Source: an optimization exercise on an open RTL-to-GDS flow (aim: small area, a short achievable clock period and few clock cycles per item). Production flows keep margins and buffers that such runs may drop.
Where RTL was checked, it was by simulation tests only, not by an equivalence proof against the original.

== run 4 ==
==> module gcd, before the edit <==
module gcd (
    input  logic        clk_i,
    input  logic        rst_i,
    input  logic        start_i,
    input  logic [31:0] a_i,
    input  logic [31:0] b_i,
    output logic        busy_o,
    output logic        valid_o,
    output logic [31:0] result_o
);
    logic [31:0] a, b;
    logic [4:0]  k;
    logic        run;
    logic both_odd, both_even, swap;
    assign both_odd  = a[0] & b[0];
    assign both_even = ~a[0] & ~b[0];
    assign swap      = a[0] & ~b[0];
    localparam int W = 31;
    logic [W-1:0] x1, x2, hp, hg, gg, pp, d;
    logic         cout;
    assign x1 = a[31:1];
    assign x2 = b[31:1];
    assign hg = x1 & ~x2;
    assign hp = ~(x1 ^ x2);             
    always_comb begin
        gg = hg;
        pp = hp;
        for (int l = 0; l < 5; l++)
            for (int i = 0; i < W; i++)
                if ((i >> l) & 1) begin
                    gg[i] = gg[i] | (pp[i] & gg[((i >> l) << l) - 1]);
                    pp[i] = pp[i] & pp[((i >> l) << l) - 1];
                end
    end
    assign cout = gg[W-1];              
    always_comb begin
        d[0] = ~hp[0];
        for (int i = 1; i < W; i++)
            d[i] = hp[i] ^ ~cout ^ (gg[i-1] | (cout & pp[i-1]));
    end
    logic eq, a_zero, k_zero, fin;
    assign eq     = both_odd & (&hp);
    assign a_zero = ~|a;
    assign k_zero = ~|k;
    assign fin    = a_zero | eq;
    logic [31:0] ye, y;
    logic [3:0]  ylow;
    assign ye = swap ? (b >> 1) : (a >> 1);
    assign y  = both_odd ? {1'b0, d} : ye;
    assign ylow = both_odd ? ~hp[3:0] : ye[3:0];
    logic [1:0] s;
    always_comb begin
        if (both_even)    s = 2'd0;
        else if (ylow[0]) s = 2'd0;
        else if (ylow[1]) s = 2'd1;
        else if (ylow[2]) s = 2'd2;
        else              s = 2'd3;
    end
    logic [31:0] ds;
    always_comb begin
        case (s)
            2'd0: ds = y;
            2'd1: ds = y >> 1;
            2'd2: ds = y >> 2;
            default: ds = y >> 3;
        endcase
    end
    always_ff @(posedge clk_i or posedge rst_i) begin
        if (rst_i) run <= 1'b0;
        else if (!run) run <= start_i;
        else if (fin && k_zero) run <= 1'b0;
    end
    always_ff @(posedge clk_i) begin
        if (!run) begin
            a <= a_i;
            b <= b_i;
            k <= 5'd0;
        end else begin
            a <= ds;
            if (fin) begin
                b <= b << 1;
                k <= k - 5'd1;
            end else if (both_even) begin
                b <= b >> 1;
                k <= k + 5'd1;
            end else if (swap || (both_odd && !cout)) begin
                b <= a;
            end
        end
    end
    assign busy_o   = run;
    assign valid_o  = run & fin & k_zero;
    assign result_o = b;
endmodule
export LEC_CHECK = 0
export CAP_MARGIN = 20
export CORE_MARGIN = 2
export CORE_UTILIZATION = 40
export PLACE_DENSITY = 0.6
export SETUP_SLACK_MARGIN = 3.0
export SLEW_MARGIN = 20
create_clock -name core_clock -period 6.0 [get_ports {clk_i}]
standard.sh (not shown) runs the stock make flow with config.mk's settings and CLKGATE_MAP_FILE= SYNTH_SCRIPT=/design/flow/synth_recipe.tcl, a recipe that flattens the netlist after the stock synthesis.
==> flow/flow/run.sh <==
#!/bin/bash
# The standard layout (the standard.sh, unchanged synthesis), except that
# the buffer put on each input and output port is the smallest buffer cell.
set -euo pipefail
export BUFFER_PORTS_ARGS="-buffer_cell sky130_fd_sc_hd__buf_1"
bash standard.sh > standard.log 2>&1
Testbench counts of run 4, summed over its fixed seeds: cycles 57,461, items 2,400.
#### Input delta (run 3 over run 4)
-- flow/design.v --
<<< run 4, line 44
    assign k_zero = ~|k;
    assign fin    = a_zero | eq;
    logic [31:0] ye, y;
    logic [3:0]  ylow;
    assign ye = swap ? (b >> 1) : (a >> 1);
    assign y  = both_odd ? {1'b0, d} : ye;
    assign ylow = both_odd ? ~hp[3:0] : ye[3:0];
    logic [1:0] s;
    always_comb begin
        if (both_even)    s = 2'd0;
        else if (ylow[0]) s = 2'd0;
        else if (ylow[1]) s = 2'd1;
        else if (ylow[2]) s = 2'd2;
        else              s = 2'd3;
    end
    logic [31:0] ds;
    always_comb begin
        case (s)
            2'd0: ds = y;
            2'd1: ds = y >> 1;
            2'd2: ds = y >> 2;
            default: ds = y >> 3;
        endcase
    end
    always_ff @(posedge clk_i or posedge rst_i) begin
>>> run 3, line 44
    assign k_zero = ~|k;
    assign fin    = a_zero | eq;
    logic [3:0] dlow, sd;               
    assign dlow = ~hp[3:0];
    always_comb begin
        if (dlow[0])      sd = 4'b0001;
        else if (dlow[1]) sd = 4'b0010;
        else if (dlow[2]) sd = 4'b0100;
        else              sd = 4'b1000;
    end
    logic [31:0] ye, yes, e;
    assign ye = swap ? (b >> 1) : (a >> 1);
    always_comb begin
        if (both_even || ye[0]) yes = ye;
        else if (ye[1])         yes = ye >> 1;
        else if (ye[2])         yes = ye >> 2;
        else                    yes = ye >> 3;
    end
    assign e = run ? (yes & {32{~both_odd}}) : a_i;
    logic [3:0] sel;
    assign sel = sd & {4{run & both_odd}};
    logic [31:0] ds, d0;
    assign d0 = {1'b0, d};
    always_comb begin
        for (int i = 0; i < 32; i++) begin
            ds[i] = e[i] | (sel[0] & d0[i]);
            if (i + 1 < 32) ds[i] = ds[i] | (sel[1] & d0[i+1]);
            if (i + 2 < 32) ds[i] = ds[i] | (sel[2] & d0[i+2]);
            if (i + 3 < 32) ds[i] = ds[i] | (sel[3] & d0[i+3]);
        end
    end
    always_ff @(posedge clk_i or posedge rst_i) begin
<<< run 4, line 72
    end
    always_ff @(posedge clk_i) begin
        if (!run) begin
            a <= a_i;
            b <= b_i;
            k <= 5'd0;
        end else begin
            a <= ds;
            if (fin) begin
                b <= b << 1;
>>> run 3, line 79
    end
    always_ff @(posedge clk_i) begin
        a <= ds;
        if (!run) begin
            b <= b_i;
            k <= 5'd0;
        end else begin
            if (fin) begin
                b <= b << 1;
### Flow results
Run 3 went all the way through synthesis, placement and routing and the layout is clean on timing, DRC and antenna. For post-layout minimum cycle time, run 3 and run 4 come out practically identical. Comparing run 3 and run 4, the higher relative slew slack was measured on run 4. Run 3 vs. run 4: worst hold slack up 0.0049 ns, share of post-route cells with drive strength above 1 went up by 3.3 points, DRC violation count after routing ~0 delta. In run 3, the mean instance size in the synthesized netlist came out 1.6% above the value in run 4. Diff run 4 -> run 3 | routed length per placed instance | down by a little under 10%. Against run 4, run 3 reports a global routing met2 resource utilization that is lower.
Function not checked in run 3: the RTL went through the layout flow alone.


The RTL this note starts from:
==> flow/design.v <==
module gcd (
    input  logic        clk_i,
    input  logic        rst_i,
    input  logic        start_i,
    input  logic [31:0] a_i,
    input  logic [31:0] b_i,
    output logic        busy_o,
    output logic        valid_o,
    output logic [31:0] result_o
);
    logic [31:0] a, b;
    logic [4:0]  k;
    logic        run;
    logic both_odd, both_even, swap;
    assign both_odd  = a[0] & b[0];
    assign both_even = ~a[0] & ~b[0];
    assign swap      = a[0] & ~b[0];
    localparam int W = 31;
    logic [W-1:0] x1, x2, hp, hg, gg, pp, d;
    logic         cout;
    assign x1 = a[31:1];
    assign x2 = b[31:1];
    assign hg = x1 & ~x2;
    assign hp = ~(x1 ^ x2);             
    always_comb begin
        gg = hg;
        pp = hp;
        for (int l = 0; l < 5; l++)
            for (int i = 0; i < W; i++)
                if ((i >> l) & 1) begin
                    gg[i] = gg[i] | (pp[i] & gg[((i >> l) << l) - 1]);
                    pp[i] = pp[i] & pp[((i >> l) << l) - 1];
                end
    end
    assign cout = gg[W-1];              
    always_comb begin
        d[0] = ~hp[0];
        for (int i = 1; i < W; i++)
            d[i] = hp[i] ^ ~cout ^ (gg[i-1] | (cout & pp[i-1]));
    end
    logic eq, a_zero, k_zero, fin;
    assign eq     = both_odd & (&hp);
    assign a_zero = ~|a;
    assign k_zero = ~|k;
    assign fin    = a_zero | eq;
    logic [3:0] dlow, sd;               
    assign dlow = ~hp[3:0];
    always_comb begin
        if (dlow[0])      sd = 4'b0001;
        else if (dlow[1]) sd = 4'b0010;
        else if (dlow[2]) sd = 4'b0100;
        else              sd = 4'b1000;
    end
    logic [31:0] ye, yes, e;
    assign ye = swap ? (b >> 1) : (a >> 1);
    always_comb begin
        if (both_even || ye[0]) yes = ye;
        else if (ye[1])         yes = ye >> 1;
        else if (ye[2])         yes = ye >> 2;
        else                    yes = ye >> 3;
    end
    assign e = run ? (yes & {32{~both_odd}}) : a_i;
    logic [3:0] sel;
    assign sel = sd & {4{run & both_odd}};
    logic [31:0] ds, d0;
    assign d0 = {1'b0, d};
    always_comb begin
        for (int i = 0; i < 32; i++) begin
            ds[i] = e[i] | (sel[0] & d0[i]);
            if (i + 1 < 32) ds[i] = ds[i] | (sel[1] & d0[i+1]);
            if (i + 2 < 32) ds[i] = ds[i] | (sel[2] & d0[i+2]);
            if (i + 3 < 32) ds[i] = ds[i] | (sel[3] & d0[i+3]);
        end
    end
    always_ff @(posedge clk_i or posedge rst_i) begin
        if (rst_i) run <= 1'b0;
        else if (!run) run <= start_i;
        else if (fin && k_zero) run <= 1'b0;
    end
    logic [4:0] k_dec, k_inc;
    always_comb begin
        for (int i = 0; i < 5; i++) begin
            k_dec[i] = k[i] ^ ~|(k & ((5'd1 << i) - 5'd1));
            k_inc[i] = k[i] ^ &(k | ~((5'd1 << i) - 5'd1));
        end
    end
    always_ff @(posedge clk_i) begin
        a <= ds;
        if (!run) begin
            b <= b_i;
            k <= 5'd0;
        end else begin
            if (fin) begin
                b <= b << 1;
                k <= k_dec;
            end else if (both_even) begin
                b <= b >> 1;
                k <= k_inc;
            end else if (swap || (both_odd && !cout)) begin
                b <= a;
            end
        end
    end
    assign busy_o   = run;
    assign valid_o  = run & fin & k_zero;
    assign result_o = b;
endmodule
clock: 6.0 ns
lec_check: 0
cap_margin: 20
core_margin: 2
core_utilization: 40
place_density: 0.6
setup_slack_margin: 2.0
slew_margin: 20
Scripts as last shown in full above: flow/flow/run.sh
==> next run, changes <==
==> flow/design.v (replaced) <==
module gcd (
    input  logic        clk_i,
    input  logic        rst_i,
    input  logic        start_i,
    input  logic [31:0] a_i,
    input  logic [31:0] b_i,
    output logic        busy_o,
    output logic        valid_o,
    output logic [31:0] result_o
);
    logic [31:0] a, b;
    logic [4:0]  k;
    logic        run;
    logic both_odd, both_even, swap;
    assign both_odd  = a[0] & b[0];
    assign both_even = ~a[0] & ~b[0];
    assign swap      = a[0] & ~b[0];
    localparam int W = 31;
    logic [W-1:0] x1, x2, hp, hg, gg, pp, d;
    logic         cout;
    assign x1 = a[31:1];
    assign x2 = b[31:1];
    assign hg = x1 & ~x2;
    assign hp = ~(x1 ^ x2);             
    always_comb begin
        gg = hg;
        pp = hp;
        for (int l = 0; l < 5; l++)
            for (int i = 0; i < W; i++)
                if ((i >> l) & 1) begin
                    gg[i] = gg[i] | (pp[i] & gg[((i >> l) << l) - 1]);
                    pp[i] = pp[i] & pp[((i >> l) << l) - 1];
                end
    end
    assign cout = gg[W-1];              
    always_comb begin
        d[0] = ~hp[0];
        for (int i = 1; i < W; i++)
            d[i] = hp[i] ^ ~cout ^ (gg[i-1] | (cout & pp[i-1]));
    end
    logic eq, a_zero, k_zero, fin;
    assign eq     = both_odd & (&hp);
    assign a_zero = ~|a;
    assign k_zero = ~|k;
    assign fin    = a_zero | eq;
    logic [31:0] ye, y;
    logic [3:0]  ylow;
    assign ye = swap ? (b >> 1) : (a >> 1);
    assign y  = both_odd ? {1'b0, d} : ye;
    assign ylow = both_odd ? ~hp[3:0] : ye[3:0];
    logic [1:0] s;
    always_comb begin
        if (both_even)    s = 2'd0;
        else if (ylow[0]) s = 2'd0;
        else if (ylow[1]) s = 2'd1;
        else if (ylow[2]) s = 2'd2;
        else              s = 2'd3;
    end
    logic [31:0] ds;
    always_comb begin
        case (s)
            2'd0: ds = y;
            2'd1: ds = y >> 1;
            2'd2: ds = y >> 2;
            default: ds = y >> 3;
        endcase
    end
    always_ff @(posedge clk_i or posedge rst_i) begin
        if (rst_i) run <= 1'b0;
        else if (!run) run <= start_i;
        else if (fin && k_zero) run <= 1'b0;
    end
    always_ff @(posedge clk_i) begin
        if (!run) begin
            a <= a_i;
            b <= b_i;
            k <= 5'd0;
        end else begin
            a <= ds;
            if (fin) begin
                b <= b << 1;
                k <= k - 5'd1;
            end else if (both_even) begin
                b <= b >> 1;
                k <= k + 5'd1;
            end else if (swap || (both_odd && !cout)) begin
                b <= a;
            end
        end
    end
    assign busy_o   = run;
    assign valid_o  = run & fin & k_zero;
    assign result_o = b;
endmodule
Effect: Cell area falls by roughly a tenth. Core utilization is lower by 4.3 points. Clock skew stays flat. Count of clock-buffer cells in the layout does not change. Die area went down by a few percent. Hold slack barely changes. Non-clock buffer count went down by 45.
Testbench counts after the change, summed over its fixed seeds: cycles 57,461, items 2,400.
Only the layout flow was run in the first run of this note; the RTL was not checked for function there.

==> separate check: timing with driven ports <==
Ports are ideal in the flow. The routed layouts listed here were re-timed in OpenROAD. Step 1 (the two cells are an assumption about what drives the block):
set clk [get_ports {clk_i}]
set_driving_cell -lib_cell sky130_fd_sc_hd__clkbuf_16 $clk
set_driving_cell -lib_cell sky130_fd_sc_hd__buf_2 [delete_from_list [all_inputs] $clk]
Step 2 also shifts input and output timing later by t, the mid clock arrival at the registers, as if the neighbouring blocks saw the same clock. Three values: ideal, step 1, step 2; two values: the first two.
run | shift t [ns] | setup WS [ns] | slew at the worst register clock pin (ns)
run 4 | 0.399 | 2.327 / 2.283 / 2.456 | 0.06 / 0.06
run 3 | 0.398 | 2.329 / 2.287 / 2.659 | 0.06 / 0.06
the first run of note 2 | 0.401 | 2.058 / 2.012 / 2.158 | 0.06 / 0.06
the second run of note 2 | 0.388 | 2.149 / 2.107 / 2.163 | 0.06 / 0.06
After both steps setup and hold are still met in every run listed.
